From an optimization exercise on the open Yosys and OpenROAD flow, aimed at small area and a short achievable clock period; shortcuts taken in it are not production practice. At most, simulation tests tie the RTL to the original design; equivalence was not proved. For runs 1 and 2, only the layout was checked, not whether the RTL still works. No activity file was given, so power comes from the tool's default toggle rates.

--- flow/design.v ---
module dot9_pipe (
    input wire clk,
    input wire [15:0] a,    
    input wire [15:0] b,    
    input wire [3:0] c,
    output wire [8:0] r     
);
reg [26:0] p1;
reg [13:0] p2;
wire n_1 = (a[0] & b[0]) ^ (a[4] & b[4]) ^ (a[8] & b[8]);
wire n_2 = ((a[0] & b[0]) & (a[4] & b[4])) | ((a[0] & b[0]) & (a[8] & b[8])) | ((a[4] & b[4]) & (a[8] & b[8]));
wire n_3 = (a[0] & b[1]) ^ (a[1] & b[0]) ^ (a[4] & b[5]);
wire n_4 = ((a[0] & b[1]) & (a[1] & b[0])) | ((a[0] & b[1]) & (a[4] & b[5])) | ((a[1] & b[0]) & (a[4] & b[5]));
wire n_5 = (a[5] & b[4]) ^ (a[8] & b[9]) ^ (a[9] & b[8]);
wire n_6 = ((a[5] & b[4]) & (a[8] & b[9])) | ((a[5] & b[4]) & (a[9] & b[8])) | ((a[8] & b[9]) & (a[9] & b[8]));
wire n_7 = (a[12] & b[13]) ^ (a[13] & b[12]) ^ c[1];
wire n_8 = ((a[12] & b[13]) & (a[13] & b[12])) | ((a[12] & b[13]) & c[1]) | ((a[13] & b[12]) & c[1]);
wire n_9 = (a[0] & b[2]) ^ (a[1] & b[1]) ^ (a[2] & b[0]);
wire n_10 = ((a[0] & b[2]) & (a[1] & b[1])) | ((a[0] & b[2]) & (a[2] & b[0])) | ((a[1] & b[1]) & (a[2] & b[0]));
wire n_11 = (a[4] & b[6]) ^ (a[5] & b[5]) ^ (a[6] & b[4]);
wire n_12 = ((a[4] & b[6]) & (a[5] & b[5])) | ((a[4] & b[6]) & (a[6] & b[4])) | ((a[5] & b[5]) & (a[6] & b[4]));
wire n_13 = (a[8] & b[10]) ^ (a[9] & b[9]) ^ (a[10] & b[8]);
wire n_14 = ((a[8] & b[10]) & (a[9] & b[9])) | ((a[8] & b[10]) & (a[10] & b[8])) | ((a[9] & b[9]) & (a[10] & b[8]));
wire n_15 = (a[12] & b[14]) ^ (a[13] & b[13]) ^ (a[14] & b[12]);
wire n_16 = ((a[12] & b[14]) & (a[13] & b[13])) | ((a[12] & b[14]) & (a[14] & b[12])) | ((a[13] & b[13]) & (a[14] & b[12]));
wire n_17 = ~(a[0] & b[3]) ^ (a[1] & b[2]) ^ (a[2] & b[1]);
wire n_18 = (~(a[0] & b[3]) & (a[1] & b[2])) | (~(a[0] & b[3]) & (a[2] & b[1])) | ((a[1] & b[2]) & (a[2] & b[1]));
wire n_19 = ~(a[3] & b[0]) ^ ~(a[4] & b[7]) ^ (a[5] & b[6]);
wire n_20 = (~(a[3] & b[0]) & ~(a[4] & b[7])) | (~(a[3] & b[0]) & (a[5] & b[6])) | (~(a[4] & b[7]) & (a[5] & b[6]));
wire n_21 = (a[6] & b[5]) ^ ~(a[7] & b[4]) ^ ~(a[8] & b[11]);
wire n_22 = ((a[6] & b[5]) & ~(a[7] & b[4])) | ((a[6] & b[5]) & ~(a[8] & b[11])) | (~(a[7] & b[4]) & ~(a[8] & b[11]));
wire n_23 = (a[9] & b[10]) ^ (a[10] & b[9]) ^ ~(a[11] & b[8]);
wire n_24 = ((a[9] & b[10]) & (a[10] & b[9])) | ((a[9] & b[10]) & ~(a[11] & b[8])) | ((a[10] & b[9]) & ~(a[11] & b[8]));
wire n_25 = ~(a[12] & b[15]) ^ (a[13] & b[14]) ^ (a[14] & b[13]);
wire n_26 = (~(a[12] & b[15]) & (a[13] & b[14])) | (~(a[12] & b[15]) & (a[14] & b[13])) | ((a[13] & b[14]) & (a[14] & b[13]));
wire n_27 = ~(a[15] & b[12]) ^ ~c[3] ^ 1'b1;
wire n_28 = (~(a[15] & b[12]) & ~c[3]) | (~(a[15] & b[12]) & 1'b1) | (~c[3] & 1'b1);
wire n_29 = ~(a[1] & b[3]) ^ (a[2] & b[2]) ^ ~(a[3] & b[1]);
wire n_30 = (~(a[1] & b[3]) & (a[2] & b[2])) | (~(a[1] & b[3]) & ~(a[3] & b[1])) | ((a[2] & b[2]) & ~(a[3] & b[1]));
wire n_31 = ~(a[5] & b[7]) ^ (a[6] & b[6]) ^ ~(a[7] & b[5]);
wire n_32 = (~(a[5] & b[7]) & (a[6] & b[6])) | (~(a[5] & b[7]) & ~(a[7] & b[5])) | ((a[6] & b[6]) & ~(a[7] & b[5]));
wire n_33 = ~(a[9] & b[11]) ^ (a[10] & b[10]) ^ ~(a[11] & b[9]);
wire n_34 = (~(a[9] & b[11]) & (a[10] & b[10])) | (~(a[9] & b[11]) & ~(a[11] & b[9])) | ((a[10] & b[10]) & ~(a[11] & b[9]));
wire n_35 = ~(a[13] & b[15]) ^ (a[14] & b[14]) ^ ~(a[15] & b[13]);
wire n_36 = (~(a[13] & b[15]) & (a[14] & b[14])) | (~(a[13] & b[15]) & ~(a[15] & b[13])) | ((a[14] & b[14]) & ~(a[15] & b[13]));
wire n_37 = ~(a[2] & b[3]) ^ ~(a[3] & b[2]) ^ ~(a[6] & b[7]);
wire n_38 = (~(a[2] & b[3]) & ~(a[3] & b[2])) | (~(a[2] & b[3]) & ~(a[6] & b[7])) | (~(a[3] & b[2]) & ~(a[6] & b[7]));
wire n_39 = ~(a[7] & b[6]) ^ ~(a[10] & b[11]) ^ ~(a[11] & b[10]);
wire n_40 = (~(a[7] & b[6]) & ~(a[10] & b[11])) | (~(a[7] & b[6]) & ~(a[11] & b[10])) | (~(a[10] & b[11]) & ~(a[11] & b[10]));
wire n_41 = ~(a[14] & b[15]) ^ ~(a[15] & b[14]) ^ 1'b1;
wire n_42 = (~(a[14] & b[15]) & ~(a[15] & b[14])) | (~(a[14] & b[15]) & 1'b1) | (~(a[15] & b[14]) & 1'b1);
wire n_43 = (a[3] & b[3]) ^ (a[7] & b[7]) ^ (a[11] & b[11]);
wire n_44 = ((a[3] & b[3]) & (a[7] & b[7])) | ((a[3] & b[3]) & (a[11] & b[11])) | ((a[7] & b[7]) & (a[11] & b[11]));
wire n_45 = n_1 ^ (a[12] & b[12]) ^ c[0];
wire n_46 = (n_1 & (a[12] & b[12])) | (n_1 & c[0]) | ((a[12] & b[12]) & c[0]);
wire n_47 = n_3 ^ n_5 ^ n_7;
wire n_48 = (n_3 & n_5) | (n_3 & n_7) | (n_5 & n_7);
wire n_49 = n_9 ^ n_11 ^ n_13;
wire n_50 = (n_9 & n_11) | (n_9 & n_13) | (n_11 & n_13);
wire n_51 = n_15 ^ c[2] ^ n_4;
wire n_52 = (n_15 & c[2]) | (n_15 & n_4) | (c[2] & n_4);
wire n_53 = n_17 ^ n_19 ^ n_21;
wire n_54 = (n_17 & n_19) | (n_17 & n_21) | (n_19 & n_21);
wire n_55 = n_23 ^ n_25 ^ n_27;
wire n_56 = (n_23 & n_25) | (n_23 & n_27) | (n_25 & n_27);
wire n_57 = n_10 ^ n_12 ^ n_14;
wire n_58 = (n_10 & n_12) | (n_10 & n_14) | (n_12 & n_14);
wire n_59 = n_29 ^ n_31 ^ n_33;
wire n_60 = (n_29 & n_31) | (n_29 & n_33) | (n_31 & n_33);
wire n_61 = n_35 ^ 1'b1 ^ n_18;
wire n_62 = (n_35 & 1'b1) | (n_35 & n_18) | (1'b1 & n_18);
wire n_63 = n_20 ^ n_22 ^ n_24;
wire n_64 = (n_20 & n_22) | (n_20 & n_24) | (n_22 & n_24);
wire n_65 = n_37 ^ n_39 ^ n_41;
wire n_66 = (n_37 & n_39) | (n_37 & n_41) | (n_39 & n_41);
wire n_67 = n_30 ^ n_32 ^ n_34;
wire n_68 = (n_30 & n_32) | (n_30 & n_34) | (n_32 & n_34);
wire n_69 = n_43 ^ (a[15] & b[15]) ^ n_38;
wire n_70 = (n_43 & (a[15] & b[15])) | (n_43 & n_38) | ((a[15] & b[15]) & n_38);
wire n_71 = n_47 ^ n_2 ^ n_46;
wire n_72 = (n_47 & n_2) | (n_47 & n_46) | (n_2 & n_46);
wire n_73 = n_49 ^ n_51 ^ n_6;
wire n_74 = (n_49 & n_51) | (n_49 & n_6) | (n_51 & n_6);
wire n_75 = n_53 ^ n_55 ^ n_57;
wire n_76 = (n_53 & n_55) | (n_53 & n_57) | (n_55 & n_57);
wire n_77 = n_16 ^ n_50 ^ n_52;
wire n_78 = (n_16 & n_50) | (n_16 & n_52) | (n_50 & n_52);
wire n_79 = n_59 ^ n_61 ^ n_63;
wire n_80 = (n_59 & n_61) | (n_59 & n_63) | (n_61 & n_63);
wire n_81 = n_26 ^ n_28 ^ n_54;
wire n_82 = (n_26 & n_28) | (n_26 & n_54) | (n_28 & n_54);
wire n_83 = n_65 ^ n_67 ^ n_36;
wire n_84 = (n_65 & n_67) | (n_65 & n_36) | (n_67 & n_36);
wire n_85 = n_60 ^ n_62 ^ n_64;
wire n_86 = (n_60 & n_62) | (n_60 & n_64) | (n_62 & n_64);
wire n_87 = n_69 ^ n_40 ^ n_42;
wire n_88 = (n_69 & n_40) | (n_69 & n_42) | (n_40 & n_42);
wire n_89 = p1[2] ^ p1[3] ^ p1[4];
wire n_90 = (p1[2] & p1[3]) | (p1[2] & p1[4]) | (p1[3] & p1[4]);
wire n_91 = p1[6] ^ p1[7] ^ p1[8];
wire n_92 = (p1[6] & p1[7]) | (p1[6] & p1[8]) | (p1[7] & p1[8]);
wire n_93 = p1[9] ^ p1[10] ^ p1[11];
wire n_94 = (p1[9] & p1[10]) | (p1[9] & p1[11]) | (p1[10] & p1[11]);
wire n_95 = p1[12] ^ p1[13] ^ p1[14];
wire n_96 = (p1[12] & p1[13]) | (p1[12] & p1[14]) | (p1[13] & p1[14]);
wire n_97 = p1[15] ^ p1[16] ^ p1[17];
wire n_98 = (p1[15] & p1[16]) | (p1[15] & p1[17]) | (p1[16] & p1[17]);
wire n_99 = p1[19] ^ p1[20] ^ p1[21];
wire n_100 = (p1[19] & p1[20]) | (p1[19] & p1[21]) | (p1[20] & p1[21]);
wire n_101 = p1[24] ^ p1[25] ^ p1[26];
wire n_102 = (p1[24] & p1[25]) | (p1[24] & p1[26]) | (p1[25] & p1[26]);
wire n_103 = n_93 ^ n_95 ^ n_92;
wire n_104 = (n_93 & n_95) | (n_93 & n_92) | (n_95 & n_92);
wire n_105 = n_97 ^ p1[18] ^ n_94;
wire n_106 = (n_97 & p1[18]) | (n_97 & n_94) | (p1[18] & n_94);
wire n_107 = n_99 ^ p1[22] ^ p1[23];
wire n_108 = (n_99 & p1[22]) | (n_99 & p1[23]) | (p1[22] & p1[23]);
wire n_109 = n_105 ^ n_96 ^ n_104;
wire n_110 = (n_105 & n_96) | (n_105 & n_104) | (n_96 & n_104);
wire n_111 = n_107 ^ n_98 ^ n_106;
wire n_112 = (n_107 & n_98) | (n_107 & n_106) | (n_98 & n_106);
wire n_113 = n_101 ^ n_100 ^ n_108;
wire n_114 = (n_101 & n_100) | (n_101 & n_108) | (n_100 & n_108);
always @(posedge clk) begin
    p1[0] <= n_45;
    p1[1] <= n_71;
    p1[2] <= n_73;
    p1[3] <= n_8;
    p1[4] <= n_48;
    p1[5] <= n_72;
    p1[6] <= n_75;
    p1[7] <= n_77;
    p1[8] <= n_74;
    p1[9] <= n_79;
    p1[10] <= n_81;
    p1[11] <= n_56;
    p1[12] <= n_58;
    p1[13] <= n_76;
    p1[14] <= n_78;
    p1[15] <= n_83;
    p1[16] <= n_85;
    p1[17] <= n_80;
    p1[18] <= n_82;
    p1[19] <= n_87;
    p1[20] <= n_66;
    p1[21] <= n_68;
    p1[22] <= n_84;
    p1[23] <= n_86;
    p1[24] <= n_44;
    p1[25] <= n_70;
    p1[26] <= n_88;
    p2[0] <= p1[0];
    p2[1] <= p1[1];
    p2[2] <= n_89;
    p2[3] <= p1[5];
    p2[4] <= n_91;
    p2[5] <= n_90;
    p2[6] <= n_103;
    p2[7] <= n_109;
    p2[8] <= n_111;
    p2[9] <= n_110;
    p2[10] <= n_113;
    p2[11] <= n_112;
    p2[12] <= n_102;
    p2[13] <= n_114;
end
wire [8:0] row0 = {p2[12], p2[10], p2[8], p2[7], p2[6], p2[4], p2[2], p2[1], p2[0]};
wire [8:0] row1 = {p2[13], p2[11], p2[9], 1'b0, 1'b0, p2[5], p2[3], 1'b0, 1'b0};
assign r = row0 + row1;
endmodule
module Tensor_Crossbar_Array_4m4n4k(
    input wire clk,
    input wire rst,
    input wire start,
    input wire [15:0] cin_M_0, input wire [15:0] cin_M_1,
    input wire [15:0] cin_M_2, input wire [15:0] cin_M_3,
    input wire [15:0] cin_N_0, input wire [15:0] cin_N_1,
    input wire [15:0] cin_N_2, input wire [15:0] cin_N_3,
    input wire [15:0] cin_K_0, input wire [15:0] cin_K_1,
    input wire [15:0] cin_K_2, input wire [15:0] cin_K_3,
    output wire [15:0] data_out_col_0,
    output wire [15:0] data_out_col_1,
    output wire [15:0] data_out_col_2,
    output wire [15:0] data_out_col_3
);
localparam [2:0] S_IDLE = 3'd0, S_LOAD = 3'd1, S_MULT = 3'd2, S_ADD = 3'd3, S_OUT = 3'd4;
reg [2:0] state;
reg [2:0] f;         
reg [3:0] ec;        
wire load = (state == S_LOAD);
reg [35:0] slot [0:3];
reg [15:0] bq0, bq1, bq2, bq3;
function [15:0] bcol(input integer c);
    integer t;
    reg [15:0] m;
    begin
        for (t = 0; t < 4; t = t + 1) begin
            case (t)
                0: m = cin_M_0; 1: m = cin_M_1; 2: m = cin_M_2; default: m = cin_M_3;
            endcase
            bcol[4*t +: 4] = m[15-4*c -: 4];
        end
    end
endfunction
function [15:0] swz(input [15:0] w);
    swz = {w[3:0], w[7:4], w[11:8], w[15:12]};
endfunction
always @(posedge clk) begin
    if (load) begin
        bq0 <= bcol(0); bq1 <= bcol(1); bq2 <= bcol(2); bq3 <= bcol(3);
    end else begin
        bq0 <= bq2; bq2 <= bq0; bq1 <= bq3; bq3 <= bq1;
    end
end
reg [15:0] a_cur;
reg [7:0]  c_cur;
wire [2:0] rj = ec[2:0];
always @(posedge clk) begin
    a_cur <= slot[rj[2:1]][15:0];
    c_cur <= rj[0] ? slot[rj[2:1]][31:24] : slot[rj[2:1]][23:16];
end
wire [8:0] res0, res1;
dot9_pipe e0 (.clk(clk), .a(a_cur), .b(bq2), .c(c_cur[3:0]), .r(res0));
dot9_pipe e1 (.clk(clk), .a(a_cur), .b(bq3), .c(c_cur[7:4]), .r(res1));
wire       wr_en   = (ec >= 4'd3) && (ec <= 4'd10);
wire [3:0] wj      = ec - 4'd3;
wire [1:0] wr_row  = wj[2:1];
wire       wr_half = wj[0];
integer r;
always @(posedge clk) begin
    for (r = 0; r < 4; r = r + 1) begin
        if (load) begin
            case (r)
                0: slot[r][31:0] <= {swz(cin_K_0), swz(cin_N_0)};
                1: slot[r][31:0] <= {swz(cin_K_1), swz(cin_N_1)};
                2: slot[r][31:0] <= {swz(cin_K_2), swz(cin_N_2)};
                default: slot[r][31:0] <= {swz(cin_K_3), swz(cin_N_3)};
            endcase
        end else if (wr_en && wr_row == r) begin
            if (wr_half)
                slot[r][31:18] <= {res1[4:0], res0};
            else
                slot[r][17:0] <= {res1, res0};
        end
        if (!load && wr_en && wr_row == r && wr_half)
            slot[r][35:32] <= res1[8:5];
    end
end
reg [9:0] o0, o1, o2, o3;
assign data_out_col_0 = {{6{o0[9]}}, o0};
assign data_out_col_1 = {{6{o1[9]}}, o1};
assign data_out_col_2 = {{6{o2[9]}}, o2};
assign data_out_col_3 = {{6{o3[9]}}, o3};
function [9:0] dec(input [8:0] v);
    dec = {v[8] & (|v[7:3]), v};
endfunction
wire [1:0]  orow = f[1:0] - 2'd1;
wire [35:0] rrow = slot[orow];
always @(posedge clk) begin
    if (rst) begin
        state <= S_IDLE;
        f <= 3'd0;
        ec <= 4'd15;
        o0 <= 10'd0; o1 <= 10'd0; o2 <= 10'd0; o3 <= 10'd0;
    end else begin
        if (state == S_IDLE) begin
            o0 <= 10'd0; o1 <= 10'd0; o2 <= 10'd0; o3 <= 10'd0;
        end else if (state == S_OUT && f != 3'd0) begin
            o0 <= dec(rrow[8:0]);
            o1 <= dec(rrow[17:9]);
            o2 <= dec(rrow[26:18]);
            o3 <= dec(rrow[35:27]);
        end
        if (ec != 4'd15)
            ec <= ec + 4'd1;
        if (start) begin
            case (state)
                S_IDLE: state <= S_LOAD;
                S_LOAD: begin state <= S_MULT; ec <= 4'd0; end
                S_MULT: if (ec >= 4'd7) state <= S_ADD;
                S_ADD:  state <= S_OUT;
                S_OUT:  if (f == 3'd4) begin f <= 3'd0; state <= S_IDLE; end
                        else f <= f + 3'd1;
                default: state <= S_IDLE;
            endcase
        end
    end
end
endmodule
--- flow/run.sh ---
#!/bin/bash
# synth_recipe.tcl (not shown) runs the flow's synth.tcl, then flattens the netlist and writes it again
# the make line also repeats each setting of config.mk as NAME=value (left out here)
make -C /OpenROAD-flow-scripts/flow DESIGN_CONFIG=/design/flow/config.mk WORK_HOME=/design/flow/orfs CLKGATE_MAP_FILE= SYNTH_SCRIPT=/design/flow/synth_recipe.tcl finish
--- flow/config.mk ---
export PLATFORM = sky130hd
export DESIGN_NAME = Tensor_Crossbar_Array_4m4n4k
export DESIGN_NICKNAME = Tensor_Crossbar_Array_4m4n4k
export VERILOG_FILES = /design/flow/design.v
export SDC_FILE = /design/flow/constraint.sdc
export NUM_CORES = 4
export LEC_CHECK = 0
export CAP_MARGIN = 20
export CORE_MARGIN = 2
export CORE_UTILIZATION = 40
export SLEW_MARGIN = 20
--- flow/constraint.sdc ---
create_clock -name core_clock -period 5.0 [get_ports {clk}]
set_input_delay 1.0000 -clock core_clock [delete_from_list [all_inputs] [get_ports {clk}]]
set_output_delay 1.0000 -clock core_clock [all_outputs]
set_load 0.01 [all_outputs]
==> results of run 1 <==
[power by group]
part | total, µW | internal, µW | switching [µW] | leakage [µW]
clock network | 2930 | 1750 | 1190 | 0.000641
logic | 5820 | 2510 | 3300 | 0.00506
registers | 5290 | 4530 | 764 | 0.00317
[metrics by stage]
stage	utilization (%)	power (µW)	setup slack, ns
3_5_place_dp	47.1	11200	2.10
2_1_floorplan	-	9020	1.98
5_1_grt	50.2	15200	2.01
3_3_place_gp	47.1	11000	2.15
6_report	50.2	14000	2.22
4_1_cts	50.1	14200	2.15
[worst register-to-register path: cells and delay by family (launching register included)]
family / cells / cell delay [ns]
flip-flops: 1 / 0.42
AND/OR/NAND/NOR: 2 / 0.32
adder cells (fa/ha/maj): 1 / 0.21
buffers and inverters: 1 / 0.32
AO/OA/AOI/OAI: 2 / 1.11
[metal layers]
layer  share of wire [%]  routed length, µm  vias up  GRT usage, %
li1                    -                  -     5738             -
met1                  43              20900     6133          29.4
met2                  46              22600      473          34.8
met3                 8.2               4020       89          5.00
met4                 3.3               1630        0          7.45
met5                   0                  0        -             0
[area by class of cell]
class | instances | area, µm² | share of cell area, %
flip-flops and latches | 364 | 8730 | 40.4
multi-input cells | 995 | 7690 | 35.6
repair buffers | 271 | 2700 | 12.5
clock buffers | 56 | 1140 | 5.28
well taps | 585 | 732 | 3.39
inverters | 125 | 469 | 2.17
clock inverters | 12 | 159 | 0.735
[registers in the layout, summed over array words and instances (netlist names), 16 cells and up]
name	count
bq1	16
bq2	16
bq3	16
slot	144
bq0	16
e0.p1	27
a_cur	16
e1.p1	27
[synth_stat cells (all sizes together) (2+ instances only)]
master	count	share of area (%)
o211ai	22	0.95
and3	2	0.072
nand3	11	0.32
buf	88	3.1
nor2b	13	0.47
a211oi	5	0.22
mux2i	2	0.19
xor2	4	0.20
or3b	3	0.15
a31oi	4	0.14
a21o	86	3.7
and2	65	2.3
ha	21	1.5
a22oi	4	0.17
clkbuf	24	0.52
o21a	26	1.1
o21ai	33	0.95
xnor2	8	0.40
nor2	14	0.30
nor3b	5	0.28
a221oi	4	0.20
a21oi	64	1.9
or2	2	0.072
nand2	398	8.6
o21bai	2	0.086
fa	110	13
nand2b	7	0.25
nand3b	3	0.13
nor3	6	0.17
mux4	32	4.1
inv	125	2.7
dfxtp	220	25
a222oi	32	1.8
edfxtp	144	25
[worst paths after layout]
| path | to | cells past startpoint |
|---|---|---|
| max reg2reg | slot[0][18] | 6 |
| max | slot[0][18] | 6 |
| min reg2reg | e0.p2[3] | 0 |
| min | e0.p2[3] | 0 |
[cell families after synthesis]
logic type	after synthesis	share of synthesized area (%)
adders and majority gates	131	14.1
DFF	364	50.0
and+or+nand+nor	533	13.3
buffers and inverters	237	6.28
muxes	34	4.32
AOI/OAI and AO/OA	285	11.4
xor gates and xnor gates	12	0.602
==> parameters.txt, run 1 <==
Parameter                              Value

Timing
  Measured slew at the worst slew-check pin    0.991 ns
  Number of max-slew violations in the final report    0
  Unrepaired setup endpoints after global routing    false
  Number of setup violations in the final report    0
  Clock Skew    0.0267 ns
  Worst Hold Margin    0.319 ns
  Achievable Freq    0.360 GHz
  Remaining max-slew budget at the tightest pin    34.0%
  Final setup TNS    0 ns
  Fraction of the cycle the final worst path needs    55.6%
  Total count of hold-check failures in the final report    0
  Time the final worst path needs with I/O delays and setup    2.78 ns

Global routing
  Vias in the first global route    12700
  Antenna violations before repair    0
  Maximum number of pins on one net before global-route repair    69
  First-pass GRT wire length    73900 µm
  Overall routing resource usage    21.9%
  Remaining global-route overflow    0

Detailed routing
  Post-DR wirelength/cell    20.4 µm
  Length of the first detailed-routing pass in iterations    7
  Via count    12400
  Post-detailed-routing wire length    49200 µm
  Post-route DRC violation count    0
  Final ANT Viol Nets    0
  Starting DRT DRC Count    1169
  Per-cell via count in the routed design    5.16

Finish
  Share of layout cells above drive strength 1    6.75%
  Area grow syn2layout    23.9%
  Number of fill cells in the layout    3858
  Cell Count, Final, Fillers Out    2408
  Most common library cell in the layout ignoring fill and taps    sky130_fd_sc_hd__nand2_1
  Design Area, Final    0.0216 mm²
  Antenna Cells    0
  Nets    2121
  Most frequent cells in the layout    sky130_fd_sc_hd__nand2_1, sky130_fd_sc_hd__clkdlybuf4s50_1, sky130_fd_sc_hd__dfxtp_1, sky130_fd_sc_hd__edfxtp_1, sky130_fd_sc_hd__inv_1

Worst hold path
  Classification of the worst-slack hold path    flip-flop to flip-flop
  Min-Delay Startpoint    e0.p1[5]

Logic synthesis
  Cell count after synthesis    1596
  Post-Synthesis Mean Instance Area    10.9 µm²
  Sequential area share after synthesis    50.0%
  Number of synthesis warnings    3
  Combined area of all synthesized cells    0.0175 mm²
  Number of enable-type register cells in the synthesized netlist    144
  Number of nets produced by synthesis    1922
  Synth async-reset ratio    0%
  Number of unique standard cell types used by synthesis    51
  Number of synthesized register bits    364
  Most frequently used flop master after synthesis    sky130_fd_sc_hd__dfxtp_1

Clock network
  Clock net sink count    364
  Insertion delay to the later sink of the worst-skew pair    0.55 ns
  CTS clk-pin slew, worst paths    0.06 ns
  Number of setup buffers added after CTS    0
  Count of hold buffers inserted by post-cts repair    0
  Number of buffers inserted during clock tree synthesis    38
  Post-CTS resize count    0
  H-tree depth    2
  Buffer cell driving the clock tree root    sky130_fd_sc_hd__clkbuf_16
  Maximum root-to-sink buffer count    3
  Clock tree from TritonCTS    done

Critical path
  Type of destination of the critical path    flip-flop
  Cell-by-cell listing of the critical path    inv_1 -> ha_1 -> nor2b_1 -> o31ai_1 -> nand2_1 -> o21ai_2
  Worst Path Required    5.17 ns
  Standard cell with the maximum stage delay on the critical path    sky130_fd_sc_hd__o21ai_2
  Worst Setup Start Kind    flip-flop
  Worst reg2reg path startpoint    ec[0]
  Crit path largest cell delay    0.85 ns
  Data arrival time of the critical path    2.95 ns
  Critical path fanouts, max    14
  WS Path Type    flip-flop to flip-flop
  Start point of the critical path    ec[0]
  CP Buf/Inv Count    1
  Slack of the worst reg-to-reg path    2.22 ns
  Critical path's top delay family    compound AO/OA/AOI/OAI gates

Floorplan
  Row count    76
  Core ar.    0.0431 mm²
  Starting utilization of the core area    40.5%
  Count of boundary I/O pins    259
  Die extent in x    213 µm
  Area of the die    0.0453 mm²
  Die height    213 µm

Placement
  Routability-driven placement congestion ratio    0.902
  Cell area after placement    0.0203 mm²
  Number of buffer cells added on primary ports    258
  Number of instances in the placed design    2339
  Total half-perimeter wirelength after legalization and detailed placement    36300 µm

Pwr
  Leakage power total    0.00887 µW
  PD cells    650 mW/mm²
  Highest ir drop seen on vdd    0.267 mV

Run
  Max_cap viols    0

Run status
  Outcome    finished clean
==> run 2: changes to the inputs <==
--- a/flow/config.mk
+++ b/flow/config.mk
@@ -8,4 +8,5 @@
 export CAP_MARGIN = 20
 export CORE_MARGIN = 2
 export CORE_UTILIZATION = 40
+export SETUP_SLACK_MARGIN = 3.0
 export SLEW_MARGIN = 20
==> run 2 against run 1 <==
Compared with the run above:
- cell area up 8.5%
- sequential cell count is the same
- combinational power up 16%
- first-iteration DRC count increased by 22%
- non-clock buffer count up 82
- fmax is 24% higher
- still clean on timing, DRC and antenna
- largest cell class unchanged
- critical path depth shrank 1
- critical endpoint is now e0.p1[6]
- die area unchanged
==> parameters.txt, run 2 <==
Parameter                              Value

Run status
  Outcome    finished clean

Clock network
  Count of hold buffers inserted by post-cts repair    0
  Clock tree from TritonCTS    done
  Maximum root-to-sink buffer count    3
  CTS clk-pin slew, worst paths    0.06 ns
  H-tree depth    2
  Insertion delay to the later sink of the worst-skew pair    0.54 ns
  Clock net sink count    364
  Number of buffers inserted during clock tree synthesis    38
  Buffer cell driving the clock tree root    sky130_fd_sc_hd__clkbuf_16

Placement
  Routability-driven placement congestion ratio    0.885
  Cell area after placement    0.0205 mm²
  Number of instances in the placed design    2336
  Number of buffer cells added on primary ports    258
  Total half-perimeter wirelength after legalization and detailed placement    37600 µm

Critical path
  Critical path's top delay family    adder cells
  Reg2reg path depth    5
  Crit path largest cell delay    0.56 ns
  Type of destination of the critical path    flip-flop
  Worst Setup Start Kind    flip-flop
  Standard cell with the maximum stage delay on the critical path    sky130_fd_sc_hd__fa_2
  Reg-to-reg critical path endpoint    e0.p1[6]
  WS Path Type    flip-flop to flip-flop
  Data arrival time of the critical path    2.70 ns
  Count of cell instances traversed by the critical path    5
  Capture point of the worst path    e0.p1[6]
  Slack of the worst reg-to-reg path    2.76 ns
  Start point of the critical path    a_cur[9]
  Cell-by-cell listing of the critical path    nand2_2 -> fa_1 -> inv_1 -> fa_1 -> fa_2
  CP Buf/Inv Count    1
  Worst reg2reg path startpoint    a_cur[9]
  Critical path fanouts, max    8
  Dominant cell type by count on the critical path    sky130_fd_sc_hd__fa_1
  Worst Path Required    5.47 ns

Global routing
  Antenna violations before repair    1
  Overall routing resource usage    23.7%
  Maximum number of pins on one net before global-route repair    83
  Vias in the first global route    13200
  First-pass GRT wire length    79300 µm
  Remaining global-route overflow    0

Timing
  Total count of hold-check failures in the final report    0
  Number of max-slew violations in the final report    0
  Time the final worst path needs with I/O delays and setup    2.24 ns
  Unrepaired setup endpoints after global routing    true
  Clock Skew    0.0302 ns
  Number of setup violations in the final report    0
  Fraction of the cycle the final worst path needs    44.7%
  Final setup TNS    0 ns
  Worst Hold Margin    0.328 ns
  Remaining max-slew budget at the tightest pin    42.5%
  Achievable Freq    0.447 GHz
  Measured slew at the worst slew-check pin    0.856 ns

Finish
  Largest registers in the final layout    slot (144), e0.p1 (27), e1.p1 (27)
  Max reg flops    144
  Finished Core Util    54.4%
  Most common library cell in the layout ignoring fill and taps    sky130_fd_sc_hd__nand2_1
  Design Area, Final    0.0235 mm²
  Cell Count, Final, Fillers Out    2492
  Register ranked first by flip-flop count    slot
  Area grow syn2layout    34.4%
  Antenna Cells    0
  Nets    2205
  Share of layout cells above drive strength 1    25.5%
  Most frequent cells in the layout    sky130_fd_sc_hd__nand2_1, sky130_fd_sc_hd__clkdlybuf4s50_1, sky130_fd_sc_hd__edfxtp_1, sky130_fd_sc_hd__dfxtp_1, sky130_fd_sc_hd__inv_1

Logic synthesis
  Share of Yosys cell area claimed by the top area cell type    25.2%
  Post-Synthesis Mean Instance Area    10.9 µm²
  Largest cells by area after synthesis    sky130_fd_sc_hd__dfxtp_1, sky130_fd_sc_hd__edfxtp_1, sky130_fd_sc_hd__fa_1
  Number of synthesized register bits    364
  Number of enable-type register cells in the synthesized netlist    144
  Synth async-reset ratio    0%
  Number of synthesis warnings    3
  Sequential area share after synthesis    50.0%
  Cell count after synthesis    1596
  Ranking of synthesized cells by instance count    sky130_fd_sc_hd__nand2_1, sky130_fd_sc_hd__dfxtp_1, sky130_fd_sc_hd__edfxtp_1, sky130_fd_sc_hd__inv_1, sky130_fd_sc_hd__fa_1
  Cell type contributing the most total cell area after synthesis    sky130_fd_sc_hd__dfxtp_1
  Most numerous cell in the Yosys netlist    sky130_fd_sc_hd__nand2_1
  Combined area of all synthesized cells    0.0175 mm²
  Number of unique standard cell types used by synthesis    51
  Number of nets produced by synthesis    1922
  Most frequently used flop master after synthesis    sky130_fd_sc_hd__dfxtp_1

Detailed routing
  Per-cell via count in the routed design    5.28
  Post-detailed-routing wire length    54700 µm
  Final ANT Viol Nets    0
  Starting DRT DRC Count    1422
  Via count    13200
  Length of the first detailed-routing pass in iterations    9
  Post-DR wirelength/cell    22.0 µm
  Post-route DRC violation count    0

Floorplan
  Row count    76
  Area of the die    0.0453 mm²
  Starting utilization of the core area    40.5%
  Core ar.    0.0431 mm²
  Die height    213 µm
  Count of boundary I/O pins    259
  Die extent in x    213 µm

Pwr
  Highest ir drop seen on vdd    0.293 mV
  Leakage power total    0.00973 µW
  PD cells    638 mW/mm²

Worst hold path
  Number of instances on the worst hold path    0
  Classification of the worst-slack hold path    flip-flop to flip-flop

Run
  Max_cap viols    0
[run 2: cell counts after synthesis]
Identical to the previous run, type by type.
[run 2: cell families (layout without fill, tap and decap cells)]
kind of cell,Yosys count,count (layout),synth area share [%]
adders and majority gates,131,131,14.1
DFF,364,364,50.0
buffers and inverters,237,546,6.28
muxes,34,34,4.32
xor gates and xnor gates,12,12,0.602
and+or+nand+nor,533,535,13.3
AOI/OAI and AO/OA,285,285,11.4
[run 2: worst min-delay path by stage]
stage | slack, ns | start | to
5_1_grt | 0.34 | e0.p1[5] | e0.p2[3]
2_1_floorplan | 0.31 | e0.p1[0] | e0.p2[0]
4_1_cts | 0.33 | e0.p1[5] | e0.p2[3]
6_report | 0.33 | e0.p1[5] | e0.p2[3]
3_5_place_dp | 0.31 | e0.p1[5] | e0.p2[3]
3_3_place_gp | 0.31 | e1.p1[5] | e1.p2[3]
[run 2: through the flow]
step | worst slack, ns | power [µW]
floorplan | 2.93 | 9130
global placement | 2.21 | 11200
detailed placement | 2.15 | 11300
CTS | 2.77 | 14800
global route | 2.69 | 16000
finish | 2.76 | 15000
[run 2: worst reg2reg max path, stage by stage, from the launching register on]
cell and delay, ns:
sky130_fd_sc_hd__dfxtp_4 0.45, sky130_fd_sc_hd__nand2_2 0.08, sky130_fd_sc_hd__fa_1 0.53, sky130_fd_sc_hd__inv_1 0.05, sky130_fd_sc_hd__fa_1 0.51, sky130_fd_sc_hd__fa_2 0.56
[run 2: cell type report]
type | count | area, µm²
inverters | 125 | 485
flip-flops and latches | 364 | 8940
clock inverters | 14 | 129
repair buffers | 353 | 3760
clock buffers | 54 | 1090
well taps | 585 | 732
fillers | 3651 | 19600
multi-input cells | 997 | 8320
[run 2: power by group]
group / total [µW] / internal [µW] / switching, µW
clock network: 2790 / 1630 / 1160
logic: 6730 / 3070 / 3670
registers: 5450 / 4590 / 858
[run 2: what timing repair did]
action	4_1_cts	5_1_grt
setup endpoints to repair	474	309
cloned	3	4
setup buffers	52	29
endpoints found under the hold margin	0	0
resized for setup	525	74
pin swaps	59	34
[run 2: routing by layer]
layer  vias up  track usage, %  wire length, µm  share of wire, %
met5         -               0                0                 0
met4         0            8.87             2060               3.8
met3       111            4.22             5220               9.5
met2       642            37.0            24800                45
met1      6480            33.0            22600                41
li1       5921               -                -                 -
==> run 3: changes to the inputs <==
--- a/flow/design.v
+++ b/flow/design.v
@@ -222,10 +222,12 @@
 wire [8:0] res0, res1;
 dot9_pipe e0 (.clk(clk), .a(a_cur), .b(bq2), .c(c_cur[3:0]), .r(res0));
 dot9_pipe e1 (.clk(clk), .a(a_cur), .b(bq3), .c(c_cur[7:4]), .r(res1));
-wire       wr_en   = (ec >= 4'd3) && (ec <= 4'd10);
-wire [3:0] wj      = ec - 4'd3;
-wire [1:0] wr_row  = wj[2:1];
-wire       wr_half = wj[0];
+reg [7:0] wsel;
+always @(posedge clk) begin
+    wsel <= 8'd0;
+    if (ec >= 4'd2 && ec <= 4'd9)
+        wsel[ec - 4'd2] <= 1'b1;
+end
 integer r;
 always @(posedge clk) begin
     for (r = 0; r < 4; r = r + 1) begin
@@ -236,13 +238,13 @@
                 2: slot[r][31:0] <= {swz(cin_K_2), swz(cin_N_2)};
                 default: slot[r][31:0] <= {swz(cin_K_3), swz(cin_N_3)};
             endcase
-        end else if (wr_en && wr_row == r) begin
-            if (wr_half)
+        end else begin
+            if (wsel[2*r])
+                slot[r][17:0] <= {res1, res0};
+            if (wsel[2*r+1])
                 slot[r][31:18] <= {res1[4:0], res0};
-            else
-                slot[r][17:0] <= {res1, res0};
-        end
-        if (!load && wr_en && wr_row == r && wr_half)
+        end
+        if (!load && wsel[2*r+1])
             slot[r][35:32] <= res1[8:5];
     end
 end
@@ -254,12 +256,13 @@
 function [9:0] dec(input [8:0] v);
     dec = {v[8] & (|v[7:3]), v};
 endfunction
-wire [1:0]  orow = f[1:0] - 2'd1;
+reg  [1:0]  orow;      
 wire [35:0] rrow = slot[orow];
 always @(posedge clk) begin
     if (rst) begin
         state <= S_IDLE;
         f <= 3'd0;
+        orow <= 2'd3;
         ec <= 4'd15;
         o0 <= 10'd0; o1 <= 10'd0; o2 <= 10'd0; o3 <= 10'd0;
     end else begin
@@ -279,8 +282,8 @@
                 S_LOAD: begin state <= S_MULT; ec <= 4'd0; end
                 S_MULT: if (ec >= 4'd7) state <= S_ADD;
                 S_ADD:  state <= S_OUT;
-                S_OUT:  if (f == 3'd4) begin f <= 3'd0; state <= S_IDLE; end
-                        else f <= f + 3'd1;
+                S_OUT:  if (f == 3'd4) begin f <= 3'd0; orow <= 2'd3; state <= S_IDLE; end
+                        else begin f <= f + 3'd1; orow <= orow + 2'd1; end
                 default: state <= S_IDLE;
             endcase
         end
==> run 3 against run 2 <==
Compared with the run above:
- still clean on timing, DRC and antenna
- utilization fell by 1.3 points
- cell count rose by 2.2%
- critical path depth did not move
- clock skew barely moved
- via count rose by 1.3%
- clock power rose by 12%
==> parameters.txt, run 3 <==
Parameter                              Value

Timing
  Achievable Freq    0.442 GHz
  Number of setup violations in the final report    0
  Final setup TNS    0 ns
  Worst Slack Setup Final    2.74 ns
  Clock Skew    0.0303 ns
  Number of max-slew violations in the final report    0
  Remaining max-slew budget at the tightest pin    54.3%
  Fraction of the cycle the final worst path needs    45.2%
  Unrepaired setup endpoints after global routing    true
  Measured slew at the worst slew-check pin    0.686 ns
  Time the final worst path needs with I/O delays and setup    2.26 ns
  Total count of hold-check failures in the final report    0

Logic synthesis
  Cell count after synthesis    1676
  Largest cells by area after synthesis    sky130_fd_sc_hd__dfxtp_1, sky130_fd_sc_hd__edfxtp_1, sky130_fd_sc_hd__fa_1
  Number of synthesized register bits    374
  Most numerous cell in the Yosys netlist    sky130_fd_sc_hd__nand2_1
  Number of synthesis warnings    3
  Most frequently used flop master after synthesis    sky130_fd_sc_hd__dfxtp_1
  Largest family of logic cells by synthesized area    adder cells
  Post-Synthesis Mean Instance Area    10.6 µm²
  Area fraction in compound gates after synthesis    12.4%
  Cell type contributing the most total cell area after synthesis    sky130_fd_sc_hd__dfxtp_1
  Sequential area share after synthesis    50.1%
  Basic-gate share of the synthesized area counting and, or, nand and nor cells    12.8%
  Xor and xnor fraction of the mapped netlist area    0.687%
  Number of nets produced by synthesis    2012
  Combined area of all synthesized cells    0.0178 mm²
  Ranking of synthesized cells by instance count    sky130_fd_sc_hd__nand2_1, sky130_fd_sc_hd__dfxtp_1, sky130_fd_sc_hd__inv_1, sky130_fd_sc_hd__edfxtp_1, sky130_fd_sc_hd__fa_1
  Share of synthesized area spent on multiplexers    2.86%
  Number of enable-type register cells in the synthesized netlist    144
  Number of unique standard cell types used by synthesis    52
  Share of Yosys cell area claimed by the top area cell type    25.8%
  Synth async-reset ratio    0%
  Synth Area in Adders    14.5%

Placement
  Cell area after placement    0.0208 mm²
  Routability-driven placement congestion ratio    0.847
  Number of instances in the placed design    2420
  Total half-perimeter wirelength after legalization and detailed placement    37900 µm
  Number of buffer cells added on primary ports    258
  Post-place setup slack    2.03 ns

Worst hold path
  Min-Delay Startpoint    e0.p1[1]
  Classification of the worst-slack hold path    flip-flop to flip-flop
  End point of the worst hold path    e0.p2[1]
  Number of instances on the worst hold path    0

Floorplan
  Row count    77
  Die height    215 µm
  Die extent in x    215 µm
  Area of the die    0.0463 mm²
  Starting utilization of the core area    40.4%
  Core ar.    0.0441 mm²
  Count of boundary I/O pins    259

Critical path
  Data arrival time of the critical path    2.68 ns
  Critical path fanouts, max    8
  Reg2reg path depth    5
  Slack of the worst reg-to-reg path    2.74 ns
  Worst Path Required    5.42 ns
  Type of destination of the critical path    flip-flop
  WS Path Type    flip-flop to flip-flop
  Reg-to-reg critical path endpoint    e0.p1[6]
  Crit path largest cell delay    0.58 ns
  Standard cell with the maximum stage delay on the critical path    sky130_fd_sc_hd__fa_2
  Dominant cell type by count on the critical path    sky130_fd_sc_hd__fa_1
  Worst Setup Start Kind    flip-flop
  Cell-by-cell listing of the critical path    nand2_4 -> fa_1 -> inv_1 -> fa_2 -> fa_1
  Worst reg2reg path startpoint    a_cur[2]

Detailed routing
  Post-detailed-routing wire length    55900 µm
  Final ANT Viol Nets    0
  Per-cell via count in the routed design    5.24
  Post-route DRC violation count    0
  Length of the first detailed-routing pass in iterations    7
  Starting DRT DRC Count    1305
  Via count    13300
  Post-DR wirelength/cell    22.0 µm

Clock network
  Count of hold buffers inserted by post-cts repair    0
  Maximum root-to-sink buffer count    3
  CTS clk-pin slew, worst paths    0.06 ns
  Clock net sink count    374
  Number of buffers inserted during clock tree synthesis    40
  H-tree depth    2
  Insertion delay to the later sink of the worst-skew pair    0.57 ns
  Buffer cell driving the clock tree root    sky130_fd_sc_hd__clkbuf_16
  Clock tree from TritonCTS    done

Finish
  Most common library cell in the layout ignoring fill and taps    sky130_fd_sc_hd__nand2_1
  Cell Count, Final, Fillers Out    2546
  Largest registers in the final layout    slot (144), e0.p1 (27), e1.p1 (27)
  Area grow syn2layout    31.4%
  Most frequent cells in the layout    sky130_fd_sc_hd__nand2_1, sky130_fd_sc_hd__clkdlybuf4s50_1, sky130_fd_sc_hd__inv_1, sky130_fd_sc_hd__edfxtp_1, sky130_fd_sc_hd__dfxtp_1
  Max reg flops    144
  Register ranked first by flip-flop count    slot
  Nets    2258
  Design Area, Final    0.0234 mm²
  Share of layout cells above drive strength 1    22.3%

Global routing
  Overall routing resource usage    23.7%
  Remaining global-route overflow    0
  Maximum number of pins on one net before global-route repair    87
  Vias in the first global route    13200
  Antenna violations before repair    3
  First-pass GRT wire length    81700 µm

Pwr
  Leakage power total    0.00971 µW
  PD cells    599 mW/mm²
  Highest ir drop seen on vdd    0.285 mV
  Post-layout power    14000 µW

Run
  Max_cap viols    0

Run status
  Outcome    finished clean
[run 3: cell count changes after synthesis, moves of 10 or more]
| cell | change |
|---|---|
| sky130_fd_sc_hd__mux4_2 | -29 |
| sky130_fd_sc_hd__ha_1 | +10 |
| sky130_fd_sc_hd__clkbuf_1 | +19 |
| sky130_fd_sc_hd__dfxtp_1 | +10 |
| sky130_fd_sc_hd__a222oi_1 | +32 |
| sky130_fd_sc_hd__mux2i_1 | +41 |
| sky130_fd_sc_hd__nand2_1 | -17 |
| sky130_fd_sc_hd__inv_1 | +33 |
| sky130_fd_sc_hd__buf_2 | -16 |
| sky130_fd_sc_hd__and2_1 | +13 |
| sky130_fd_sc_hd__nor2b_1 | -12 |
| sky130_fd_sc_hd__o211ai_1 | -22 |
[run 3: how the worst max path moves through the flow]
stage                    end       from
floorplan           e0.p1[6]  a_cur[11]
global placement       o1[9]        rst
detailed placement     o0[9]        rst
CTS                 e0.p1[6]   a_cur[2]
global route        e0.p1[6]   a_cur[2]
finish              e0.p1[6]   a_cur[2]
[run 3: metal layers]
layer,track usage [%],share of wire (%),vias to the layer above
met2,37.3,46,585
met4,10.6,4.5,0
met3,5.53,9.0,114
li1,-,-,6094
met1,31.3,41,6536
met5,0,0,-
[run 3: report_power, final]
group | switching [µW] | leakage, µW | internal, µW
clock network | 1220 | 0.000684 | 1900
registers | 772 | 0.00329 | 4450
logic | 3080 | 0.00574 | 2600
total | 5080 | 0.00971 | 8950
[run 3: kinds of logic after synthesis]
logic type	Yosys count
multiplexers	46
flip-flops	374
buffers and inverters	277
XOR/XNOR	14
AND/OR/NAND/NOR	522
AO/OA/AOI/OAI	302
adder cells (fa/ha/maj)	141
[run 3: stage by stage]
| stage | utilization [%] | hold WS, ns |
|---|---|---|
| after floorplan | - | 0.310 |
| after global placement | 47.1 | 0.312 |
| after detailed placement | 47.1 | 0.312 |
| after CTS | 52.0 | 0.317 |
| after global routing | 53.1 | 0.330 |
| final | 53.1 | 0.327 |
[run 3: cell type report]
cell class | count | area [µm²]
Antenna cell | 1 | 2.50
Clock buffer | 58 | 1180
Clock inverter | 15 | 208
Fill cell | 3880 | 20700
Inverter | 158 | 603
Multi-Input combinational cell | 1028 | 8260
Sequential cell | 374 | 9140
Tap cell | 592 | 741
Timing Repair Buffer | 320 | 3300
[run 3: timing repair]
action | 4_1_cts | 5_1_grt
setup buffers | 28 | 19
resized for setup | 491 | 96
pin swaps | 41 | 38
cloned | 4 | 1
endpoints found under the setup margin | 499 | 189
[run 3: critical path, delay by kind of cell, from the launching register on]
kind                       cells  cell delay, ns
adders and majority gates      3            1.54
buffers and inverters          1            0.06
DFF                            1            0.44
and+or+nand+nor                1            0.06
==> run 4: changes to the inputs <==
--- a/flow/config.mk
+++ b/flow/config.mk
@@ -7,6 +7,6 @@
 export LEC_CHECK = 0
 export CAP_MARGIN = 20
 export CORE_MARGIN = 2
-export CORE_UTILIZATION = 40
-export SETUP_SLACK_MARGIN = 3.0
+export CORE_UTILIZATION = 60
+export SETUP_SLACK_MARGIN = 2.8
 export SLEW_MARGIN = 20
==> run 4 against run 3 <==
Compared with the run above:
- die area decreased by 33%
- register-to-register slack about the same
- first-iteration DRC count increased by 39%
- area after synthesis unchanged
- fmax increased by 0.63%
- wire length decreased by 8.4%
- combinational power decreased by 2%
- critical path type unchanged
- largest cell class unchanged
==> parameters.txt, run 4 <==
Parameter                              Value

Run status
  Outcome    finished clean

Logic synthesis
  Number of synthesized register bits    374
  Post-Synthesis Mean Instance Area    10.6 µm²
  Number of nets produced by synthesis    2012
  Sequential area share after synthesis    50.1%
  Combined area of all synthesized cells    0.0178 mm²
  Number of synthesis warnings    3
  Number of unique standard cell types used by synthesis    52
  Basic-gate share of the synthesized area counting and, or, nand and nor cells    12.8%
  Xor and xnor fraction of the mapped netlist area    0.687%
  Share of Yosys cell area claimed by the top area cell type    25.8%
  Share of synthesized area spent on multiplexers    2.86%
  Largest cells by area after synthesis    sky130_fd_sc_hd__dfxtp_1, sky130_fd_sc_hd__edfxtp_1, sky130_fd_sc_hd__fa_1
  Most numerous cell in the Yosys netlist    sky130_fd_sc_hd__nand2_1
  Synth async-reset ratio    0%
  Most frequently used flop master after synthesis    sky130_fd_sc_hd__dfxtp_1
  Area fraction in compound gates after synthesis    12.4%
  Cell type contributing the most total cell area after synthesis    sky130_fd_sc_hd__dfxtp_1
  Largest family of logic cells by synthesized area    adder cells
  Number of enable-type register cells in the synthesized netlist    144
  Cell count after synthesis    1676
  Ranking of synthesized cells by instance count    sky130_fd_sc_hd__nand2_1, sky130_fd_sc_hd__dfxtp_1, sky130_fd_sc_hd__inv_1, sky130_fd_sc_hd__edfxtp_1, sky130_fd_sc_hd__fa_1
  Synth Area in Adders    14.5%

Clock network
  Clock tree from TritonCTS    done
  Count of hold buffers inserted by post-cts repair    0
  Number of buffers inserted during clock tree synthesis    39
  CTS clk-pin slew, worst paths    0.06 ns
  Maximum root-to-sink buffer count    3
  Buffer cell driving the clock tree root    sky130_fd_sc_hd__clkbuf_16
  H-tree depth    2
  Clock net sink count    374
  Insertion delay to the later sink of the worst-skew pair    0.52 ns

Timing
  Total count of hold-check failures in the final report    0
  Time the final worst path needs with I/O delays and setup    2.25 ns
  Fraction of the cycle the final worst path needs    44.9%
  Measured slew at the worst slew-check pin    1.00 ns
  Number of setup violations in the final report    0
  Final setup TNS    0 ns
  Number of max-slew violations in the final report    0
  Remaining max-slew budget at the tightest pin    33.1%
  Unrepaired setup endpoints after global routing    true
  Achievable Freq    0.445 GHz
  Clock Skew    0.0132 ns

Worst hold path
  Classification of the worst-slack hold path    flip-flop to flip-flop

Critical path
  Worst Path Required    5.40 ns
  Worst Setup Start Kind    flip-flop
  Critical path fanouts, max    7
  Dominant cell type by count on the critical path    sky130_fd_sc_hd__fa_1
  Standard cell with the maximum stage delay on the critical path    sky130_fd_sc_hd__fa_2
  Data arrival time of the critical path    2.65 ns
  WS Path Type    flip-flop to flip-flop
  Type of destination of the critical path    flip-flop
  Crit path largest cell delay    0.56 ns
  Cell-by-cell listing of the critical path    buf_6 -> nand2_1 -> fa_1 -> inv_1 -> fa_2 -> fa_1

Finish
  Max reg flops    144
  Share of layout cells above drive strength 1    11.3%
  Most common library cell in the layout ignoring fill and taps    sky130_fd_sc_hd__nand2_1
  Design Area, Final    0.0222 mm²
  Largest registers in the final layout    slot (144), e0.p1 (27), e1.p1 (27)
  Most frequent cells in the layout    sky130_fd_sc_hd__nand2_1, sky130_fd_sc_hd__clkdlybuf4s50_1, sky130_fd_sc_hd__dfxtp_1, sky130_fd_sc_hd__inv_1, sky130_fd_sc_hd__edfxtp_1
  Register ranked first by flip-flop count    slot
  Area grow syn2layout    24.7%
  Nets    2223

Pwr
  Leakage power total    0.00943 µW
  PD cells    609 mW/mm²
  Highest ir drop seen on vdd    0.442 mV

Floorplan
  Area of the die    0.0311 mm²
  Starting utilization of the core area    60.5%
  Die extent in x    176 µm
  Die height    176 µm
  Row count    63
  Core ar.    0.0295 mm²
  Count of boundary I/O pins    259

Placement
  Cell area after placement    0.0204 mm²
  Total half-perimeter wirelength after legalization and detailed placement    34400 µm
  Number of buffer cells added on primary ports    258
  Routability-driven placement congestion ratio    0.904

Detailed routing
  Length of the first detailed-routing pass in iterations    9
  Starting DRT DRC Count    1808
  Post-detailed-routing wire length    51200 µm
  Post-route DRC violation count    0
  Via count    13500
  Per-cell via count in the routed design    5.85
  Final ANT Viol Nets    0
  Post-DR wirelength/cell    22.2 µm

Global routing
  Vias in the first global route    13200
  Overall routing resource usage    32.8%
  Maximum number of pins on one net before global-route repair    95
  Remaining global-route overflow    0
  First-pass GRT wire length    76400 µm
  Antenna violations before repair    0

Run
  Max_cap viols    0
==> run 4: cell counts after synthesis <==
Identical to the previous run, type by type.
==> run 4: logic make-up after synthesis <==
kind of cell | count (synthesis)
xor gates and xnor gates | 14
adders and majority gates | 141
and+or+nand+nor | 522
AOI/OAI and AO/OA | 302
muxes | 46
DFF | 374
buffers and inverters | 277
==> run 4: path summary, 6_finish.rpt <==
| check | start | endpoint | slack (ns) | cells past startpoint |
|---|---|---|---|---|
| worst max-delay path | a_cur[9] | e1.p1[2] | 2.75 | 6 |
| worst min-delay path | e0.p1[0] | e0.p2[0] | 0.33 | 0 |
| worst min register to register | e0.p1[0] | e0.p2[0] | 0.33 | 0 |
| worst max register to register | a_cur[9] | e1.p1[2] | 2.75 | 6 |
==> run 4: cell type report <==
cell class	instances	area [µm²]
flip-flops and latches	374	9060
clock inverters	21	148
well taps	390	488
clock buffers	50	1090
diodes	1	2.50
repair buffers	287	2840
inverters	158	597
multi-input cells	1027	8000
fillers	2101	7240
==> run 4: per-stage QoR <==
| step | std cells | worst slack (ns) | util, % | total power, µW | hold WS, ns |
|---|---|---|---|---|---|
| detailed placement | 2214 | 2.11 | 69.2 | 10400 | 0.314 |
| floorplan | 1676 | 2.83 | - | 8420 | 0.310 |
| finish | 2308 | 2.75 | 75.4 | 13500 | 0.328 |
| global placement | 2214 | 2.18 | 69.2 | 10100 | 0.311 |
| global route | 2307 | 2.71 | 75.4 | 14400 | 0.344 |
| CTS | 2297 | 2.78 | 74.6 | 13400 | 0.329 |
==> run 4: what timing repair did <==
action	4_1_cts	5_1_grt
endpoints found under the setup margin	389	122
pin swaps	23	25
cloned	3	0
resized for setup	178	74
setup buffers	9	10
==> run 4: power by group <==
group	internal [µW]	switching [µW]
sequential	4450	697
combinational	2420	3150
clock	1640	1180
==> run 4: critical path: cells and delay by family (launching register included) <==
family / cells / cell delay, ns
buffers and inverters: 2 / 0.19
and+or+nand+nor: 1 / 0.06
DFF: 1 / 0.43
adders and majority gates: 3 / 1.45
==> run 4: metal layers <==
| layer | wire [µm] | vias to the layer above | track usage [%] |
|---|---|---|---|
| li1 | - | 6031 | - |
| met1 | 19900 | 6628 | 44.0 |
| met2 | 24600 | 724 | 54.1 |
| met3 | 4960 | 113 | 5.99 |
| met4 | 1800 | 0 | 11.2 |
| met5 | 0 | - | 0 |
==> run 5: changes to the inputs <==
--- a/flow/config.mk
+++ b/flow/config.mk
@@ -8,5 +8,6 @@
 export CAP_MARGIN = 20
 export CORE_MARGIN = 2
 export CORE_UTILIZATION = 60
-export SETUP_SLACK_MARGIN = 2.8
+export CTS_BUF_LIST = sky130_fd_sc_hd__clkbuf_8
+export SETUP_SLACK_MARGIN = 2.7
 export SLEW_MARGIN = 20
==> run 5 against run 4 <==
Compared with the run above:
- still clean on timing, DRC and antenna
- fmax shrank 0.88%
- synthesized cell count stayed put
- wire length decreased by 0.48%
- cell area decreased by 1.8%
- global-route usage down 0.074 points
- critical path depth down 5
- first-iteration DRC count is 6.6% lower
- sequential cell count did not move
- area after synthesis is the same
- critical endpoint is now data_out_col_0[10]
==> parameters.txt, run 5 <==
Parameter                              Value

Finish
  Register ranked first by flip-flop count    slot
  Share of layout cells above drive strength 1    8.87%
  Area grow syn2layout    22.4%
  Most common library cell in the layout ignoring fill and taps    sky130_fd_sc_hd__nand2_1
  Nets    2229
  Largest registers in the final layout    slot (144), e0.p1 (27), e1.p1 (27)
  Multi-input combinational cell area    0.00789 mm²
  Number of fill cells in the layout    2217
  Sequential cell area    0.00902 mm²
  Most frequent cells in the layout    sky130_fd_sc_hd__nand2_1, sky130_fd_sc_hd__clkdlybuf4s50_1, sky130_fd_sc_hd__dfxtp_1, sky130_fd_sc_hd__inv_1, sky130_fd_sc_hd__edfxtp_1
  Max reg flops    144

Clock network
  Clock net sink count    374
  Maximum root-to-sink buffer count    3
  Number of buffers inserted during clock tree synthesis    59
  Clock tree from TritonCTS    done
  H-tree depth    2
  Insertion delay to the later sink of the worst-skew pair    0.60 ns
  Buffer cell driving the clock tree root    sky130_fd_sc_hd__clkbuf_8
  CTS clk-pin slew, worst paths    0.07 ns

Critical path
  Crit path largest cell delay    0.40 ns
  Worst Setup Start Kind    flip-flop
  CP Buf/Inv Count    1
  Critical path fanouts, max    9
  Critical path's top delay family    flip-flops
  Type of destination of the critical path    output port
  WS Path Type    flip-flop to output port
  Data arrival time of the critical path    1.27 ns
  Worst Path Required    4.00 ns
  Cell-by-cell listing of the critical path    dlygate4sd2_1
  Standard cell with the maximum stage delay on the critical path    sky130_fd_sc_hd__dfxtp_4

Logic synthesis
  Most numerous cell in the Yosys netlist    sky130_fd_sc_hd__nand2_1
  Most frequently used flop master after synthesis    sky130_fd_sc_hd__dfxtp_1
  Combined area of all synthesized cells    0.0178 mm²
  Largest cells by area after synthesis    sky130_fd_sc_hd__dfxtp_1, sky130_fd_sc_hd__edfxtp_1, sky130_fd_sc_hd__fa_1
  Sequential area share after synthesis    50.1%
  Number of unique standard cell types used by synthesis    52
  Cell count after synthesis    1676
  Synth async-reset ratio    0%
  Number of enable-type register cells in the synthesized netlist    144
  Share of Yosys cell area claimed by the top area cell type    25.8%
  Post-Synthesis Mean Instance Area    10.6 µm²
  Number of nets produced by synthesis    2012
  Ranking of synthesized cells by instance count    sky130_fd_sc_hd__nand2_1, sky130_fd_sc_hd__dfxtp_1, sky130_fd_sc_hd__inv_1, sky130_fd_sc_hd__edfxtp_1, sky130_fd_sc_hd__fa_1
  Cell type contributing the most total cell area after synthesis    sky130_fd_sc_hd__dfxtp_1
  Number of synthesized register bits    374
  Number of synthesis warnings    3

Placement
  Number of buffer cells added on primary ports    258
  Total half-perimeter wirelength after legalization and detailed placement    35000 µm
  Post-place setup slack    2.12 ns
  Routability-driven placement congestion ratio    0.917

Pwr
  Leakage power total    0.00947 µW
  Switching part of the total power    38.1%
  Highest ir drop seen on vdd    0.451 mV
  Portion of total power attributed to sequential cells    39.4%
  Clock share of power    19.1%
  PD cells    597 mW/mm²
  Share of total power in combinational logic    41.5%
  Switching pwr    4960 µW
  P_int    8070 µW

Global routing
  First-pass GRT wire length    76100 µm
  Vias in the first global route    13100
  Remaining global-route overflow    0
  Antenna violations before repair    0
  Maximum number of pins on one net before global-route repair    80
  Overall routing resource usage    32.7%

Detailed routing
  Post-route DRC violation count    0
  Starting DRT DRC Count    1688
  Via count    13500
  Per-cell via count in the routed design    5.80
  Post-DR wirelength/cell    21.9 µm
  Final ANT Viol Nets    0
  Length of the first detailed-routing pass in iterations    8
  Post-detailed-routing wire length    51000 µm

Worst hold path
  Classification of the worst-slack hold path    flip-flop to flip-flop

Timing
  Measured slew at the worst slew-check pin    0.894 ns
  Number of setup violations in the final report    0
  Fraction of the cycle the final worst path needs    45.3%
  Number of max-slew violations in the final report    0
  Clock Skew    0.0180 ns
  Total count of hold-check failures in the final report    0
  Unrepaired setup endpoints after global routing    true
  Final setup TNS    0 ns
  Achievable Freq    0.441 GHz
  Remaining max-slew budget at the tightest pin    40.4%
  Worst Slack Setup Final    2.73 ns
  Time the final worst path needs with I/O delays and setup    2.27 ns

Floorplan
  Die height    176 µm
  Count of boundary I/O pins    259
  Core ar.    0.0295 mm²
  Row count    63
  Die extent in x    176 µm
  Area of the die    0.0311 mm²
  Starting utilization of the core area    60.5%

Run status
  Outcome    finished clean

Run
  Max_cap viols    0
## run 5: changes by cell type in the layout (fill, tap and decap cells not counted), moves of 18 or more
cell,change
sky130_fd_sc_hd__clkbuf_8,+64
sky130_fd_sc_hd__clkbuf_16,-41
sky130_fd_sc_hd__dfxtp_1,+18
sky130_fd_sc_hd__dlygate4sd2_1,+22
sky130_fd_sc_hd__clkdlybuf4s15_1,-19
sky130_fd_sc_hd__inv_1,+32
## run 5: final cells by class
type / instances / share of cell area (%)
Clock buffer: 67 / 4.22
Sequential cell: 374 / 41.3
Antenna cell: 1 / 0.0115
Clock inverter: 41 / 0.991
Timing Repair Buffer: 273 / 12.4
Multi-Input combinational cell: 1027 / 36.1
Tap cell: 390 / 2.23
Inverter: 158 / 2.73
## run 5: final timing paths
check                               from            endpoint  slack [ns]  depth (start not counted)
worst max-delay path               o0[9]  data_out_col_0[10]        2.73                          1
worst min-delay path            e0.p1[5]            e0.p2[3]        0.32                          0
worst max register to register   bq3[15]            e1.p1[6]        2.73                          5
worst min register to register  e0.p1[5]            e0.p2[3]        0.32                          0
## run 5: cells by family after synthesis
group	count (synthesis)	synth area share, %
AO/OA/AOI/OAI	302	12.4
multiplexers	46	2.86
adder cells (fa/ha/maj)	141	14.5
buffers and inverters	277	6.75
XOR/XNOR	14	0.687
flip-flops	374	50.1
AND/OR/NAND/NOR	522	12.8
## run 5: through the flow
stage	instance area [µm²]	total power (µW)	utilization, %	hold slack (ns)	std cells
global route	21800	14000	74.1	0.334	2330
CTS	21700	12900	73.5	0.322	2328
detailed placement	20400	10400	69.3	0.312	2214
finish	21800	13000	74.1	0.324	2331
floorplan	17800	8420	-	0.310	1676
global placement	20400	10100	69.2	0.312	2213
## run 5: worst register-to-register path: cells and delay by family (launching register included)
family / cells / cell delay (ns)
and+or+nand+nor: 1 / 0.21
DFF: 1 / 0.39
adders and majority gates: 3 / 1.48
buffers and inverters: 1 / 0.07
## run 5: layer usage
metal  up-vias  track usage, %  wire length, µm  share of wire (%)
met1      6645            45.0            20400                 40
li1       6044               -                -                  -
met2       708            51.8            23600                 46
met5         -               0                0                  0
met4         0            11.1             1870                3.7
met3       113            7.13             5120                 10
## run 5: timing repair
item | CTS | global route
endpoints found under the hold margin | 0 | 0
gates resized for setup | 111 | 53
pin swaps | 2 | 7
setup endpoints to repair | 286 | 161
hold buffers | 0 | 0
cloned | 3 | 0
buffers inserted | 3 | 2
## run 5: power by group through the flow
stage / combinational (µW) / clock (µW) / sequential, µW
2_1_floorplan: 3630 / 0 / 4780
3_3_place_gp: 5050 / 0 / 5080
3_5_place_dp: 5250 / 0 / 5110
4_1_cts: 5360 / 2500 / 5080
5_1_grt: 6170 / 2650 / 5210
6_report: 5410 / 2490 / 5140
==> run 6: changes to the inputs <==
==> flow/flow/run.sh (new file) <==
#!/bin/bash
# Standard layout, with the port buffers made from the smallest plain buffer
# (buf_1) instead of the delay buffer buffer_ports picks on its own.
set -o pipefail
cp standard.sh standard_sh.txt
export BUFFER_PORTS_ARGS="-buffer_cell sky130_fd_sc_hd__buf_1"
bash standard.sh > standard_flow.log 2>&1
==> flow/standard.sh (new file) <==
#!/bin/bash
# synth_recipe.tcl (not shown) runs the flow's synth.tcl, then flattens the netlist and writes it again
# the make line also repeats each setting of config.mk as NAME=value (left out here)
make -C /OpenROAD-flow-scripts/flow DESIGN_CONFIG=/design/flow/config.mk WORK_HOME=/design/flow/orfs CLKGATE_MAP_FILE= SYNTH_SCRIPT=/design/flow/synth_recipe.tcl "${@:-finish}"
--- a/flow/config.mk
+++ b/flow/config.mk
@@ -8,6 +8,6 @@
 export CAP_MARGIN = 20
 export CORE_MARGIN = 2
 export CORE_UTILIZATION = 60
-export CTS_BUF_LIST = sky130_fd_sc_hd__clkbuf_8
+export CTS_BUF_LIST = sky130_fd_sc_hd__clkbuf_4
 export SETUP_SLACK_MARGIN = 2.7
 export SLEW_MARGIN = 20
removed: flow/run.sh
==> run 6 against run 5 <==
Compared with the run above:
- cell area decreased by 6.1%
- global-route usage decreased by 0.55 points
- worst setup slack got worse by 0.011 ns
- largest cell class unchanged
==> parameters.txt, run 6 <==
Parameter                              Value

Global routing
  Vias in the first global route    13200
  First-pass GRT wire length    74700 µm
  Remaining global-route overflow    0
  Antenna violations before repair    1

Finish
  Largest registers in the final layout    slot (144), e0.p1 (27), e1.p1 (27)
  Nets    2279
  Most common library cell in the layout ignoring fill and taps    sky130_fd_sc_hd__nand2_1

Critical path
  Capture point of the worst path    data_out_col_2[0]
  WS Path Type    flip-flop to output port
  Critical path's top delay family    flip-flops
  CP Buf/Inv Count    1
  Standard cell with the maximum stage delay on the critical path    sky130_fd_sc_hd__dfxtp_1
  Worst Path Required    4.00 ns
  Slack of the worst reg-to-reg path    2.74 ns
  Start point of the critical path    o2[0]
  Crit path largest cell delay    0.42 ns
  Worst reg2reg path startpoint    bq2[9]
  Type of destination of the critical path    output port
  Reg-to-reg critical path endpoint    e0.p1[2]

Placement
  Total half-perimeter wirelength after legalization and detailed placement    34800 µm
  Number of buffer cells added on primary ports    258
  Routability-driven placement congestion ratio    0.888

Pwr
  P_int    8090 µW
  Switching pwr    5000 µW
  Post-layout power    13100 µW
  PD cells    638 mW/mm²
  Highest ir drop seen on vdd    0.420 mV
  Switching part of the total power    38.2%

Logic synthesis
  Number of nets produced by synthesis    2012
  Cell count after synthesis    1676
  Largest cells by area after synthesis    sky130_fd_sc_hd__dfxtp_1, sky130_fd_sc_hd__edfxtp_1, sky130_fd_sc_hd__fa_1
  Number of synthesized register bits    374
  Most frequently used flop master after synthesis    sky130_fd_sc_hd__dfxtp_1
  Synth async-reset ratio    0%
  Share of Yosys cell area claimed by the top area cell type    25.8%
  Sequential area share after synthesis    50.1%

Floorplan
  Starting utilization of the core area    60.5%
  Area of the die    0.0311 mm²

Timing
  Time the final worst path needs with I/O delays and setup    2.28 ns
  Number of max-slew violations in the final report    0
  Remaining max-slew budget at the tightest pin    34.5%
  Measured slew at the worst slew-check pin    0.983 ns
  Unrepaired setup endpoints after global routing    true

Clock network
  Insertion delay to the later sink of the worst-skew pair    0.74 ns
  Maximum root-to-sink buffer count    3
  Buffer cell driving the clock tree root    sky130_fd_sc_hd__clkbuf_4

Detailed routing
  Via count    13800

Worst hold path
  Min-Delay Startpoint    e0.p1[0]

Run status
  Outcome    finished clean
## run 6: cell counts after synthesis
No cell type changed its count.
## run 6: what timing repair did
item                                   4_1_cts  5_1_grt
setup endpoints to repair                  356       87
hold buffers                                 0        0
buffers inserted                             4        1
endpoints found under the hold margin        0        0
pin swaps                                    1       15
resized for setup                           74       56
cloned                                       3        0
## run 6: area by class of cell
| class | count | area (µm²) | share of cell area, % |
|---|---|---|---|
| clock inverters | 17 | 100 | 0.488 |
| flip-flops and latches | 374 | 9030 | 44.0 |
| clock buffers | 155 | 1160 | 5.67 |
| multi-input cells | 1028 | 7880 | 38.4 |
| well taps | 390 | 488 | 2.38 |
| inverters | 158 | 593 | 2.89 |
| diodes | 1 | 2.50 | 0.0122 |
| repair buffers | 286 | 1250 | 6.12 |
## run 6: worst min path at each step
stage	endpoint	slack, ns	depth (start not counted)
after floorplan	e0.p2[0]	0.31	0
after global placement	e0.p2[0]	0.31	0
after detailed placement	e0.p2[3]	0.31	0
after CTS	e0.p2[0]	0.33	0
after global routing	e1.p2[3]	0.34	0
final	e0.p2[0]	0.33	0
## run 6: logic make-up (layout without fill, tap and decap cells)
group | count (synthesis) | in the layout | share of synthesized area (%)
AOI/OAI and AO/OA | 302 | 302 | 12.4
xor gates and xnor gates | 14 | 14 | 0.687
adders and majority gates | 141 | 141 | 14.5
buffers and inverters | 277 | 616 | 6.75
DFF | 374 | 374 | 50.1
muxes | 46 | 46 | 2.86
other | 0 | 1 | 0
and+or+nand+nor | 522 | 525 | 12.8
## run 6: per-stage QoR
step           instance area, µm²  worst slack [ns]  hold WS, ns  cells
3_3_place_gp                18900              2.27        0.314   2227
4_1_cts                     20400              2.67        0.330   2407
3_5_place_dp                18900              2.19        0.315   2228
6_report                    20500              2.72        0.329   2409
5_1_grt                     20500              2.67        0.339   2409
2_1_floorplan               17800              2.75        0.310   1676
## run 6: layer usage
layer  global-route usage, %  up-vias  part of all wire (%)
met4                    10.6        0                   2.8
met3                    6.09      101                    10
li1                        -     6210                     -
met1                    44.7     6653                    40
met5                       0        -                     0
met2                    51.2      804                    47
## run 6: power groups by stage
stage | registers, µW | clock network, µW | logic [µW]
global route | 5190 | 2900 | 5970
global placement | 5080 | 0 | 4940
finish | 5120 | 2690 | 5280
floorplan | 4780 | 0 | 3630
detailed placement | 5100 | 0 | 5210
CTS | 5070 | 2740 | 5290

Setup slack of run 6, layout unchanged: 2.722 ns with ideal ports, 2.672 ns with driving cells assumed (clock clkbuf_16, inputs buf_2), 2.458 ns with port delays also shifted by the 0.762 ns mid clock arrival.
